This is an optimization exercise on Yosys and OpenROAD, whose aim is small area, a short achievable clock period and few clock cycles per item, not a production implementation. RTL that was checked went through simulation tests only; none was proved equivalent to the original. Power figures rest on the tool's default switching activity, not on a simulated workload.

== maple ==
==> flow/design.v (excerpt) <==
module cnn_top(
    input clk,
    input reset,
    input start,
    output [9:0] img_addr,
    input  [7:0] img_pixel,
    output reg prediction,
    output reg done,
    output signed [31:0] score0,
    output signed [31:0] score1
);
Size: ~2,600 cells after synthesis, about 420 flip-flops, roughly 87 I/O pins, ~22,000 µm² of cells after synthesis.
==> flow/config.mk <==
export PLATFORM = sky130hd
export DESIGN_NAME = cnn_top
export DESIGN_NICKNAME = cnn_top
export VERILOG_FILES = /design/flow/design.v
export SDC_FILE = /design/flow/constraint.sdc
export NUM_CORES = 8
export LEC_CHECK = 0
export ABC_AREA = 1
export CAP_MARGIN = 20
export CORE_MARGIN = 2
export CORE_UTILIZATION = 30
export PLACE_DENSITY = 0.5
export SLEW_MARGIN = 20
export SYNTH_MEMORY_MAX_BITS = 65536
==> flow/constraint.sdc <==
create_clock -name core_clock -period 16.0 [get_ports {clk}]
set_input_delay 3.2000 -clock core_clock [delete_from_list [all_inputs] [get_ports {clk}]]
set_output_delay 3.2000 -clock core_clock [all_outputs]
set_load 0.01 [all_outputs]
standard.sh (not shown) runs the stock make flow with config.mk's settings and CLKGATE_MAP_FILE= SYNTH_SCRIPT=/design/flow/synth_recipe.tcl, a recipe that flattens the netlist after the stock synthesis.
==> flow/flow/run.sh <==
#!/bin/bash
bash standard.sh SETUP_SLACK_MARGIN=11.7 \
  "CTS_ARGS=-sink_clustering_enable -repair_clock_nets -buf_list sky130_fd_sc_hd__clkbuf_4 -dont_use_dummy_load" \
  finish > standard.log 2>&1
Testbench counts of maple, summed over its fixed seeds: cycles 32,832, items 36.
Edits applied to the flow inputs when going from maple to umber:
==> flow/flow/run.sh <==
#!/bin/bash
bash standard.sh SETUP_SLACK_MARGIN=12.25 finish > standard.log 2>&1
Findings:
Higher worst setup slack after layout among umber and maple: umber
Sort umber and maple by fraction of power consumed by combinational cells desc -> top: maple
umber did not stop at any stage, and its layout met the timing, DRC and antenna checks.
Comparing maple against umber, there is no change at all in accumulated negative setup slack.
Taking maple as the reference, in umber met1 layer usage reported by global route +1.2 points, first-pass detailed-route iteration total now smaller.

* * *

onyx:
Another version of the RTL of cnn_top (not shown whole).
For scale: about 420 flip-flops, ~21000 sq um of cells after synthesis.
==> flow/design.v (excerpt) <==
module cnn_top(
    input clk,
    input reset,
    input start,
    output [9:0] img_addr,
    input  [7:0] img_pixel,
    output reg prediction,
    output reg done,
    output signed [31:0] score0,
    output signed [31:0] score1
);
Settings: LEC_CHECK=0, ABC_AREA=1, CAP_MARGIN=20, CORE_MARGIN=2, CORE_UTILIZATION=30, PLACE_DENSITY=0.5, SLEW_MARGIN=20, SYNTH_MEMORY_MAX_BITS=65536; clock period 16.0 ns.
==> flow/flow/run.sh <==
#!/bin/bash
# The standard layout (standard.sh) with these make settings:
#  - timing repair aimed below the clock period: the resizer works on every
#    path with less than 11.7 ns of slack at the design's 16 ns clock;
#  - a clock tree without dummy loads: clkbuf_8 buffers, clusters of up to 18 sinks;
#  - half-adder cells added to the platform's don't-use list, so synthesis
#    extracts only full adders.
# Full tool output goes to standard.log (and ORFS's logs under orfs/logs).
bash standard.sh SETUP_SLACK_MARGIN=11.7 \
  "CTS_ARGS=-sink_clustering_enable -repair_clock_nets -dont_use_dummy_load -buf_list sky130_fd_sc_hd__clkbuf_8 -root_buf sky130_fd_sc_hd__clkbuf_16 -sink_clustering_size 18 -sink_clustering_max_diameter 60" \
  "DONT_USE_CELLS=sky130_fd_sc_hd__probe_p_8 sky130_fd_sc_hd__probec_p_8 sky130_fd_sc_hd__lpflow_bleeder_1 sky130_fd_sc_hd__lpflow_clkbufkapwr_1 sky130_fd_sc_hd__lpflow_clkbufkapwr_16 sky130_fd_sc_hd__lpflow_clkbufkapwr_2 sky130_fd_sc_hd__lpflow_clkbufkapwr_4 sky130_fd_sc_hd__lpflow_clkbufkapwr_8 sky130_fd_sc_hd__lpflow_clkinvkapwr_1 sky130_fd_sc_hd__lpflow_clkinvkapwr_16 sky130_fd_sc_hd__lpflow_clkinvkapwr_2 sky130_fd_sc_hd__lpflow_clkinvkapwr_4 sky130_fd_sc_hd__lpflow_clkinvkapwr_8 sky130_fd_sc_hd__lpflow_decapkapwr_12 sky130_fd_sc_hd__lpflow_decapkapwr_3 sky130_fd_sc_hd__lpflow_decapkapwr_4 sky130_fd_sc_hd__lpflow_decapkapwr_6 sky130_fd_sc_hd__lpflow_decapkapwr_8 sky130_fd_sc_hd__lpflow_inputiso0n_1 sky130_fd_sc_hd__lpflow_inputiso0p_1 sky130_fd_sc_hd__lpflow_inputiso1n_1 sky130_fd_sc_hd__lpflow_inputiso1p_1 sky130_fd_sc_hd__lpflow_inputisolatch_1 sky130_fd_sc_hd__lpflow_isobufsrc_1 sky130_fd_sc_hd__lpflow_isobufsrc_16 sky130_fd_sc_hd__lpflow_isobufsrc_2 sky130_fd_sc_hd__lpflow_isobufsrc_4 sky130_fd_sc_hd__lpflow_isobufsrc_8 sky130_fd_sc_hd__lpflow_isobufsrckapwr_16 sky130_fd_sc_hd__lpflow_lsbuf_lh_hl_isowell_tap_1 sky130_fd_sc_hd__lpflow_lsbuf_lh_hl_isowell_tap_2 sky130_fd_sc_hd__lpflow_lsbuf_lh_hl_isowell_tap_4 sky130_fd_sc_hd__lpflow_lsbuf_lh_isowell_4 sky130_fd_sc_hd__lpflow_lsbuf_lh_isowell_tap_1 sky130_fd_sc_hd__lpflow_lsbuf_lh_isowell_tap_2 sky130_fd_sc_hd__lpflow_lsbuf_lh_isowell_tap_4 sky130_fd_sc_hd__ha_1 sky130_fd_sc_hd__ha_2 sky130_fd_sc_hd__ha_4" \
  finish > standard.log 2>&1
Inputs modified between onyx and garnet:
--- a/flow/flow/run.sh
+++ b/flow/flow/run.sh
@@ -5 +5 @@
-#  - a clock tree without dummy loads: clkbuf_8 buffers, clusters of up to 18 sinks;
+#  - a clock tree without dummy loads: clkbuf_8 buffers, clusters of up to 12 sinks;
@@ -10 +10 @@
-  "CTS_ARGS=-sink_clustering_enable -repair_clock_nets -dont_use_dummy_load -buf_list sky130_fd_sc_hd__clkbuf_8 -root_buf sky130_fd_sc_hd__clkbuf_16 -sink_clustering_size 18 -sink_clustering_max_diameter 60" \
+  "CTS_ARGS=-sink_clustering_enable -repair_clock_nets -dont_use_dummy_load -buf_list sky130_fd_sc_hd__clkbuf_8 -root_buf sky130_fd_sc_hd__clkbuf_16 -sink_clustering_size 12 -sink_clustering_max_diameter 40" \
==> comparison <==
The run with more setup slack is garnet; onyx has less. From garnet to onyx, largest fanout on the critical path did not move at all. onyx → garnet: post-CTS repair timing setup buffer count -about 50%; fraction of the cycle the final worst path needs has remained practically unchanged; overall routed net length held; via count grew by 74. ~same per-cell via count in the routed design in garnet and onyx. Relative to onyx, share of total power in the clock network has increased by 5.0 points in garnet. On area used by multi-input combinational logic, garnet and onyx are basically level. Count of flip-flops with a built-in enable after synthesis: onyx vs garnet identical. garnet ended up with a higher overall power consumption than onyx did.
The following lists how lagoon was set up differently from garnet:
Settings: a change of CORE_UTILIZATION from 30 to 50; a change of PLACE_DENSITY from 0.5 to 0.65.
--- a/flow/flow/run.sh
+++ b/flow/flow/run.sh
@@ -5 +5 @@
-#  - a clock tree without dummy loads: clkbuf_8 buffers, clusters of up to 12 sinks;
+#  - a clock tree without dummy loads: clkbuf_8 buffers, clusters of up to 18 sinks;
@@ -10 +10 @@
-  "CTS_ARGS=-sink_clustering_enable -repair_clock_nets -dont_use_dummy_load -buf_list sky130_fd_sc_hd__clkbuf_8 -root_buf sky130_fd_sc_hd__clkbuf_16 -sink_clustering_size 12 -sink_clustering_max_diameter 40" \
+  "CTS_ARGS=-sink_clustering_enable -repair_clock_nets -dont_use_dummy_load -buf_list sky130_fd_sc_hd__clkbuf_8 -root_buf sky130_fd_sc_hd__clkbuf_16 -sink_clustering_size 18 -sink_clustering_max_diameter 60" \
## What came out
- lagoon finished end to end and its layout was clean on timing, DRC and antenna.
- Per the comparison of lagoon with garnet, met2 global-route usage climbed 22 points; initial antenna violation count dropped 2; net switching power barely changed; first-pass GRT wire length dropped 6.3 mm.
- | final total power | lagoon vs garnet | better |
- Diff garnet -> lagoon: routed length on met1 went down by about 17%; post-route cell area went down by about 4%.
- Part of the total power dissipated in the clock network ends up lower on lagoon.
No run of this note included a check of the RTL's function; only the layout flow was run.

* * *

cnn_top, a different RTL version from the one above (not shown whole).
Size in the first run: about 2500 cells after synthesis, ~420 flip-flops, about 87 I/O pins, ~0.021 mm^2 of cells after synthesis.
==> flow/design.v (excerpt) <==
module cnn_top(
    input clk,
    input reset,
    input start,
    output [9:0] img_addr,
    input  [7:0] img_pixel,
    output reg prediction,
    output reg done,
    output signed [31:0] score0,
    output signed [31:0] score1
);
clock: 16.0 ns
lec_check: 0
abc_area: 1
cap_margin: 20
core_margin: 2
core_utilization: 30
place_density: 0.5
slew_margin: 20
synth_memory_max_bits: 65536
==> flow/flow/run.sh <==
#!/bin/bash
# The standard layout (standard.sh) with these make settings:
#  - timing repair aimed below the clock period: the resizer works on every
#    path with less than 11.8 ns of slack at the design's 16 ns clock;
#  - a clock tree without dummy loads: clkbuf_8 buffers, clusters of up to 18 sinks;
#  - half-adder cells added to the platform's don't-use list, so synthesis
#    extracts only full adders.
# Full tool output goes to standard.log (and ORFS's logs under orfs/logs).
bash standard.sh SETUP_SLACK_MARGIN=11.8 \
  "CTS_ARGS=-sink_clustering_enable -repair_clock_nets -dont_use_dummy_load -buf_list sky130_fd_sc_hd__clkbuf_8 -root_buf sky130_fd_sc_hd__clkbuf_16 -sink_clustering_size 18 -sink_clustering_max_diameter 60" \
  "DONT_USE_CELLS=sky130_fd_sc_hd__probe_p_8 sky130_fd_sc_hd__probec_p_8 sky130_fd_sc_hd__lpflow_bleeder_1 sky130_fd_sc_hd__lpflow_clkbufkapwr_1 sky130_fd_sc_hd__lpflow_clkbufkapwr_16 sky130_fd_sc_hd__lpflow_clkbufkapwr_2 sky130_fd_sc_hd__lpflow_clkbufkapwr_4 sky130_fd_sc_hd__lpflow_clkbufkapwr_8 sky130_fd_sc_hd__lpflow_clkinvkapwr_1 sky130_fd_sc_hd__lpflow_clkinvkapwr_16 sky130_fd_sc_hd__lpflow_clkinvkapwr_2 sky130_fd_sc_hd__lpflow_clkinvkapwr_4 sky130_fd_sc_hd__lpflow_clkinvkapwr_8 sky130_fd_sc_hd__lpflow_decapkapwr_12 sky130_fd_sc_hd__lpflow_decapkapwr_3 sky130_fd_sc_hd__lpflow_decapkapwr_4 sky130_fd_sc_hd__lpflow_decapkapwr_6 sky130_fd_sc_hd__lpflow_decapkapwr_8 sky130_fd_sc_hd__lpflow_inputiso0n_1 sky130_fd_sc_hd__lpflow_inputiso0p_1 sky130_fd_sc_hd__lpflow_inputiso1n_1 sky130_fd_sc_hd__lpflow_inputiso1p_1 sky130_fd_sc_hd__lpflow_inputisolatch_1 sky130_fd_sc_hd__lpflow_isobufsrc_1 sky130_fd_sc_hd__lpflow_isobufsrc_16 sky130_fd_sc_hd__lpflow_isobufsrc_2 sky130_fd_sc_hd__lpflow_isobufsrc_4 sky130_fd_sc_hd__lpflow_isobufsrc_8 sky130_fd_sc_hd__lpflow_isobufsrckapwr_16 sky130_fd_sc_hd__lpflow_lsbuf_lh_hl_isowell_tap_1 sky130_fd_sc_hd__lpflow_lsbuf_lh_hl_isowell_tap_2 sky130_fd_sc_hd__lpflow_lsbuf_lh_hl_isowell_tap_4 sky130_fd_sc_hd__lpflow_lsbuf_lh_isowell_4 sky130_fd_sc_hd__lpflow_lsbuf_lh_isowell_tap_1 sky130_fd_sc_hd__lpflow_lsbuf_lh_isowell_tap_2 sky130_fd_sc_hd__lpflow_lsbuf_lh_isowell_tap_4 sky130_fd_sc_hd__ha_1 sky130_fd_sc_hd__ha_2 sky130_fd_sc_hd__ha_4" \
  finish > standard.log 2>&1
The baseline finished clean.
Testbench counts at the start, summed over its fixed seeds: cycles 32,832, items 36.
Rerun with:
--- a/flow/flow/run.sh
+++ b/flow/flow/run.sh
@@ -4 +4 @@
-#    path with less than 11.8 ns of slack at the design's 16 ns clock;
+#    path with less than 11.9 ns of slack at the design's 16 ns clock;
@@ -9 +9 @@
-bash standard.sh SETUP_SLACK_MARGIN=11.8 \
+bash standard.sh SETUP_SLACK_MARGIN=11.9 \
The changed run produced a clean layout.
Design area is higher by 0.58%.
Utilization went up by 0.20 points.
Setup slack hardly moves.
Via count barely changes.
Hold slack barely changes.
Sequential power barely changes.
Cell count grows by 0.39%.
Non-clock buffer count climbs by 11.
Register-to-register slack gains 30 ps.
Power came out higher by about 1%.
Rerun with:
--- a/flow/flow/run.sh
+++ b/flow/flow/run.sh
@@ -4 +4 @@
-#    path with less than 11.9 ns of slack at the design's 16 ns clock;
+#    path with less than 11.7 ns of slack at the design's 16 ns clock;
@@ -9 +9 @@
-bash standard.sh SETUP_SLACK_MARGIN=11.9 \
+bash standard.sh SETUP_SLACK_MARGIN=11.7 \
Result: Routed wire length fell by about 1%; total power shrinks by about 3.7%; clock power is about the same; setup slack barely changes; die area is unchanged; sequential cell count does not change; final area is lower by 2.7%; sequential power hardly moves.
Rerun with:
--- a/flow/flow/run.sh
+++ b/flow/flow/run.sh
@@ -5 +5 @@
-#  - a clock tree without dummy loads: clkbuf_8 buffers, clusters of up to 18 sinks;
+#  - a clock tree without dummy loads: clkbuf_16 buffers, clusters of up to 24 sinks;
@@ -10 +10 @@
-  "CTS_ARGS=-sink_clustering_enable -repair_clock_nets -dont_use_dummy_load -buf_list sky130_fd_sc_hd__clkbuf_8 -root_buf sky130_fd_sc_hd__clkbuf_16 -sink_clustering_size 18 -sink_clustering_max_diameter 60" \
+  "CTS_ARGS=-sink_clustering_enable -repair_clock_nets -dont_use_dummy_load -buf_list sky130_fd_sc_hd__clkbuf_16 -root_buf sky130_fd_sc_hd__clkbuf_16 -sink_clustering_size 24 -sink_clustering_max_diameter 80" \
- routed wire length went down slightly
- cell area came out higher slightly
- synthesized cell count stays the same
- die area stays the same

[static timing again, ports no longer ideal]
Ports are ideal in the flow. The routed layouts listed here were re-timed in OpenROAD.
Step 1: set_driving_cell puts a clkbuf_16 on clk and a buf_2 on each other input, an assumption about the parent block.
Step 2 adds t to the input delays and takes it off the output delays; t is the mean of the earliest and latest rising clock arrival at the registers after step 1. Input paths then give back, and output paths get back, about the clock's delay inside the block.
Three values: no drivers, after step 1, after step 2; two values: the first two.
run | shift t [ns] | setup WS [ns] | latest minus earliest clock arrival (ns) | worst register clock-pin slew, ns
maple | 0.771 | 11.505 / 11.454 / 11.594 | 0.095 / 0.094 | 0.07 / 0.07
umber | 0.613 | 11.697 / 11.644 / 11.782 | 0.018 / 0.019 | 0.07 / 0.07
onyx | 0.599 | 11.672 / 11.610 / 11.611 | 0.065 / 0.064 | 0.11 / 0.11
garnet | 0.599 | 11.685 / 11.625 / 11.585 | 0.100 / 0.099 | 0.07 / 0.07
lagoon | 0.599 | 11.658 / 11.601 / 11.753 | 0.065 / 0.065 | 0.11 / 0.11
the first run of note 3 | 0.568 | 11.713 / 11.653 / 11.847 | 0.072 / 0.072 | 0.11 / 0.11
the second run of note 3 | 0.567 | 11.714 / 11.654 / 11.847 | 0.072 / 0.072 | 0.11 / 0.11
the third run of note 3 | 0.567 | 11.716 / 11.656 / 11.758 | 0.072 / 0.073 | 0.11 / 0.11
the fourth run of note 3 | 0.599 | 11.655 / 11.597 / 11.871 | 0.071 / 0.071 | 0.09 / 0.09
After both steps every run listed still meets setup and hold. For garnet, which loses most, drivers alone change the setup slack by -0.060 ns; drivers and shift together by -0.100 ns. The worst setup slack also covers recovery checks on asynchronous resets.
